Context: an optimization exercise on an open-source flow, tuned for small area and a short achievable clock period. The choices shown serve that exercise and are no tape-out recipe. At most, simulation tests tie the RTL to the original design; equivalence was not proved. No driver is modelled on the clock port, so clock power and skew are understated where the tree is cut down; a real chip needs a root buffer or a tree. Power is estimated from default activity; no workload was simulated.

## fir_filter
module fir_filter (
    data_in, data_out, clk, rst
);
    output [17:0] data_out;
    input  [7:0]  data_in;
    input         clk, rst;
    wire [7:0] d = data_in;
    reg  [7:0]  x1n;
    reg  [7:0]  x2;
    reg  [7:0]  x3n;
    reg  [7:0]  x4;
    reg  [7:0]  x5n;
    reg  [7:0]  x6;
    reg  [7:0]  x7;
    reg  [17:0] s;
    wire p1, p2;
    fa u_p1 (.a(x2[0]), .b(x4[0]), .c(x6[0]), .s(p1), .co(p2));
    wire p3, p4;
    fa u_p3 (.a(x7[0]), .b(p1), .c(d[0]), .s(p3), .co(p4));
    wire p5, p6;
    fa u_p5 (.a(x2[1]), .b(x4[1]), .c(x6[1]), .s(p5), .co(p6));
    wire p7, p8;
    fa u_p7 (.a(x7[1]), .b(p2), .c(p5), .s(p7), .co(p8));
    wire p9, p10;
    fa u_p9 (.a(p7), .b(d[1]), .c(p4), .s(p9), .co(p10));
    wire p11, p12;
    fa u_p11 (.a(x2[2]), .b(x4[2]), .c(x6[2]), .s(p11), .co(p12));
    wire p13, p14;
    fa u_p13 (.a(x7[2]), .b(p6), .c(p11), .s(p13), .co(p14));
    wire p15, p16;
    fa u_p15 (.a(p8), .b(p13), .c(d[2]), .s(p15), .co(p16));
    wire p17, p18;
  ...
Size in the first run: about 390 cells after synthesis, roughly 28 I/O pins, about 4900 µm² of cells after synthesis.
export LEC_CHECK = 0
export CAP_MARGIN = 20
export CORE_MARGIN = 2
export CORE_UTILIZATION = 58
export SETUP_SLACK_MARGIN = 3.7
export SLEW_MARGIN = 20
export SYNTH_HIERARCHICAL = 1
export TNS_END_PERCENT = 20
create_clock -name core_clock -period 11.0 [get_ports {clk}]
standard.sh (not shown) runs the stock make flow with config.mk's settings and CLKGATE_MAP_FILE= SYNTH_SCRIPT=/design/flow/synth_recipe.tcl, a recipe that flattens the netlist after the stock synthesis.
==> flow/flow/run.sh <==
#!/bin/bash
# Layout flow: the standard ORFS flow (standard.sh, unchanged synthesis),
# with these layout changes:
#  - ports are buffered with the smallest buffer (repair_timing upsizes the
#    ones on critical paths) instead of the delay cell buffer_ports picks;
#  - the clock tree is a root buffer and four leaf buffers (flow/cts_tree.tcl,
#    sourced before the CTS step) instead of TritonCTS's 9-buffer H-tree.
# Each tool's output is in this folder's orfs/logs; the make output is in
# flow.log.
set -euo pipefail
here=$(cd "$(dirname "$0")" && pwd)
export BUFFER_PORTS_ARGS="-buffer_cell sky130_fd_sc_hd__buf_1"
export PRE_CTS_TCL="$here/cts_tree.tcl"
export CTS_NLEAF=4
export CTS_ROOT_CELL=sky130_fd_sc_hd__clkbuf_8
export CTS_LEAF_CELL=sky130_fd_sc_hd__clkbuf_8
bash standard.sh finish > flow.log 2>&1
Other scripts of this flow, unchanged in this note and not shown: flow/flow/cts_tree.tcl
Next try:
--- a/flow/config.mk
+++ b/flow/config.mk
@@ -14 +14 @@
-export TNS_END_PERCENT = 20
+export TNS_END_PERCENT = 0
Outcome: The changed run completed without violations; worst hold slack does not change; total power does not change; via count stays the same.
Next try:
--- a/flow/config.mk
+++ b/flow/config.mk
@@ -10,0 +11 @@
+export PLACE_DENSITY = 0.75
@@ -14 +14,0 @@
-export TNS_END_PERCENT = 0
Outcome: Sequential share of layout area goes down by 0.38 points; core utilization goes up by 0.82 points; final area goes up by 1.3%; wire length goes down by 2.3%; combinational power goes up by 4.5%; critical path depth is unchanged; fmax barely changes; worst setup slack got worse by 0.0033 ns.
No run of this note takes its clock network from TritonCTS; it comes from the design's own scripts or RTL.

---

fir_filter, a different RTL version from the one above (not shown whole).
Size: roughly 450 cells after synthesis, roughly 74 flip-flops, roughly 0.0052 mm^2 of cells after synthesis.
Design fir_filter, start of the top module:
module fir_filter (
    data_in, data_out, clk, rst
);
    output [17:0] data_out;
    input  [7:0]  data_in;
    input         clk, rst;
    wire [7:0] d = data_in;
    reg  [7:0]  x1n;
    reg  [7:0]  x2;
    reg  [7:0]  x3n;
    reg  [7:0]  x4;
    reg  [7:0]  x5n;
    reg  [7:0]  x6;
    reg  [7:0]  x7n;
    reg  [17:0] s;
    wire p1, p2;
    fa u_p1 (.a(x2[0]), .b(x4[0]), .c(x6[0]), .s(p1), .co(p2));
    wire p3, p4;
    fa u_p3 (.a(x2[1]), .b(x4[1]), .c(x6[1]), .s(p3), .co(p4));
    wire p5, p6;
    fa u_p5 (.a(p2), .b(p3), .c(d[1]), .s(p5), .co(p6));
    wire p7, p8;
    fa u_p7 (.a(x2[2]), .b(x4[2]), .c(x6[2]), .s(p7), .co(p8));
    wire p9, p10;
    fa u_p9 (.a(p4), .b(p7), .c(d[2]), .s(p9), .co(p10));
    wire p11, p12;
    fa u_p11 (.a(x2[3]), .b(x4[3]), .c(x6[3]), .s(p11), .co(p12));
    wire p13, p14;
    fa u_p13 (.a(p8), .b(p11), .c(d[3]), .s(p13), .co(p14));
    wire p15, p16;
    fa u_p15 (.a(x2[4]), .b(x4[4]), .c(x6[4]), .s(p15), .co(p16));
    wire p17, p18;
    fa u_p17 (.a(p12), .b(p15), .c(d[4]), .s(p17), .co(p18));
    wire p19, p20;
  ...
export LEC_CHECK = 0
export CAP_MARGIN = 20
export CORE_MARGIN = 2
export CORE_UTILIZATION = 65
export CTS_BUF_LIST = sky130_fd_sc_hd__clkbuf_4 sky130_fd_sc_hd__clkbuf_8
export SETUP_SLACK_MARGIN = 3.0
export SLEW_MARGIN = 20
export SYNTH_HIERARCHICAL = 1
create_clock -name core_clock -period 11.0 [get_ports {clk}]
run.sh (not shown) runs the stock make flow with config.mk's settings and CLKGATE_MAP_FILE= SYNTH_SCRIPT=/design/flow/synth_recipe.tcl, a recipe that flattens the netlist after the stock synthesis.
Stock flow here: none of the scripts above is used.
Change:
==> flow/flow/run.sh (new file) <==
#!/bin/bash
# Layout flow: the standard ORFS flow (standard.sh, unchanged synthesis),
# with two layout settings changed:
#  - ports are buffered with the smallest buffer (repair_timing upsizes the
#    ones on critical paths) instead of the delay cell buffer_ports picks;
#  - clock tree synthesis without dummy loads.
# Each tool's output is in this folder's orfs/logs; the make output is in
# flow.log.
set -euo pipefail
export BUFFER_PORTS_ARGS="-buffer_cell sky130_fd_sc_hd__buf_1"
export CTS_ARGS="-sink_clustering_enable -repair_clock_nets -dont_use_dummy_load -buf_list {sky130_fd_sc_hd__clkbuf_8}"
bash standard.sh finish > flow.log 2>&1
==> flow/standard.sh (new file) <==
#!/bin/bash
# synth_recipe.tcl (not shown) runs the flow's synth.tcl, then flattens the netlist and writes it again
# the make line also repeats each setting of config.mk as NAME=value (left out here)
make -C /OpenROAD-flow-scripts/flow DESIGN_CONFIG=/design/flow/config.mk WORK_HOME=/design/flow/orfs CLKGATE_MAP_FILE= SYNTH_SCRIPT=/design/flow/synth_recipe.tcl "${@:-finish}"
Settings changed: CTS_BUF_LIST sky130_fd_sc_hd__clkbuf_4 sky130_fd_sc_hd__clkbuf_8 to sky130_fd_sc_hd__clkbuf_8, CTS_CLUSTER_DIAMETER set to 200, CTS_CLUSTER_SIZE set to 50, SETUP_SLACK_MARGIN 3.0 to 3.5.
removed: flow/run.sh
Result:
- first-iteration DRC count went up by 30%
- global-route usage went up by 0.45 points
- final area went down by 1.4%
- power drops by 5.1%
- via count goes up by 0.96%
- clock-buffer cell count falls by 1
- cell count decreases by 1.4%
- worst setup slack is better by 440 ps
- die area stays the same
Change:
==> flow/run.sh (new file) <==
#!/bin/bash
# synth_recipe.tcl (not shown) runs the flow's synth.tcl, then flattens the netlist and writes it again
# the make line also repeats each setting of config.mk as NAME=value (left out here)
make -C /OpenROAD-flow-scripts/flow DESIGN_CONFIG=/design/flow/config.mk WORK_HOME=/design/flow/orfs CLKGATE_MAP_FILE= SYNTH_SCRIPT=/design/flow/synth_recipe.tcl finish
Settings changed: CTS_BUF_LIST sky130_fd_sc_hd__clkbuf_8 to sky130_fd_sc_hd__clkbuf_4 sky130_fd_sc_hd__clkbuf_8, CTS_CLUSTER_DIAMETER 200 to unset, CTS_CLUSTER_SIZE 50 to unset, SETUP_SLACK_MARGIN 3.5 to 4.0.
removed: flow/flow/run.sh
removed: flow/standard.sh
Combinational power increases by 23%.
Die area does not change.
Clock-buffer cell count increases by 1.
Sequential power barely changes.
Core utilization increases by 7.5 points.
Setup slack improved by 110 ps.
Function was not checked in any run of this note: the RTL went through the layout flow alone.

---

Another version of the RTL of fir_filter (not shown whole).
Size: about 420 cells after synthesis, roughly 77 flip-flops, about 28 I/O pins, ~5200 sq um of cells after synthesis.
export LEC_CHECK = 0
export CAP_MARGIN = 20
export CORE_MARGIN = 2
export CORE_UTILIZATION = 65
export SETUP_SLACK_MARGIN = 3.5
export SLEW_MARGIN = 20
export SYNTH_HIERARCHICAL = 1
create_clock -name core_clock -period 11.0 [get_ports {clk}]
standard.sh (not shown) runs the stock make flow with config.mk's settings and CLKGATE_MAP_FILE= SYNTH_SCRIPT=/design/flow/synth_recipe.tcl, a recipe that flattens the netlist after the stock synthesis.
==> flow/flow/run.sh <==
#!/bin/bash
# Layout flow: the standard ORFS flow (standard.sh, unchanged synthesis),
# with two layout settings changed:
#  - ports are buffered with the smallest buffer (repair_timing upsizes the
#    ones on critical paths) instead of the delay cell buffer_ports picks;
#  - clock tree synthesis without dummy loads.
# Each tool's output is in this folder's orfs/logs; the make output is in
# flow.log.
set -euo pipefail
export BUFFER_PORTS_ARGS="-buffer_cell sky130_fd_sc_hd__buf_1"
export CTS_ARGS="-repair_clock_nets -dont_use_dummy_load -buf_list {sky130_fd_sc_hd__clkbuf_8}"
bash standard.sh finish > flow.log 2>&1
Change:
--- a/flow/flow/run.sh
+++ b/flow/flow/run.sh
@@ -9,4 +9,4 @@
 set -euo pipefail
 export BUFFER_PORTS_ARGS="-buffer_cell sky130_fd_sc_hd__buf_1"
-export CTS_ARGS="-repair_clock_nets -dont_use_dummy_load -buf_list {sky130_fd_sc_hd__clkbuf_8}"
+export CTS_ARGS="-sink_clustering_enable -repair_clock_nets -dont_use_dummy_load -buf_list {sky130_fd_sc_hd__clkbuf_8}"
 bash standard.sh finish > flow.log 2>&1
--- a/flow/config.mk
+++ b/flow/config.mk
@@ -8,5 +8,5 @@
 export CAP_MARGIN = 20
 export CORE_MARGIN = 2
-export CORE_UTILIZATION = 65
+export CORE_UTILIZATION = 80
 export SETUP_SLACK_MARGIN = 3.5
 export SLEW_MARGIN = 20
Outcome: Routed wire length is higher by about 40%. Register-to-register slack degrades by 70 ps. Clock skew increases by 4.0 ps. Clock power hardly moves. Final cell count fell by about 2.6%.

-- afterwards: timing with drivers on the ports --
The flow's constraints put no driver on any port. The routed layouts listed below were extracted and timed again, unchanged, in two steps. Step 1 (the two cells are an assumption about what drives the block):
set clk [get_ports {clk}]
set_driving_cell -lib_cell sky130_fd_sc_hd__clkbuf_16 $clk
set_driving_cell -lib_cell sky130_fd_sc_hd__buf_2 [delete_from_list [all_inputs] $clk]
Step 2 times the ports against the registers' clock, not the clock port: input delays grow and output delays shrink by t, the midpoint of the rising clock arrivals with the driver on. Three values: ideal ports, drivers, drivers and shift; two values: the first two.
run	t (ns)	slack for setup (ns)	latest minus earliest clock arrival (ns)	cell pins on the clock port's net
the first run of note 1	0.360	3.789 / 3.759 / 3.671	0.014 / 0.014	1
the second run of note 1	0.360	3.789 / 3.759 / 3.671	0.014 / 0.014	1
the third run of note 1	0.361	3.786 / 3.740 / 3.649	0.018 / 0.019	1
the first run of note 2	0.376	3.153 / 3.133 / 2.987	0.013 / 0.013	1
the second run of note 2	0.367	3.592 / 3.570 / 3.275	0.026 / 0.025	1
the third run of note 2	0.378	3.701 / 3.652 / 3.495	0.006 / 0.006	1
the first run of note 3	0.367	3.638 / 3.598 / 3.292	0.018 / 0.018	1
the second run of note 3	0.389	3.418 / 3.388 / 3.136	0.022 / 0.021	1
After both steps every run listed still meets setup and hold. For the first run of note 3, which loses most, drivers alone change the setup slack by -0.040 ns; drivers and shift together by -0.346 ns.
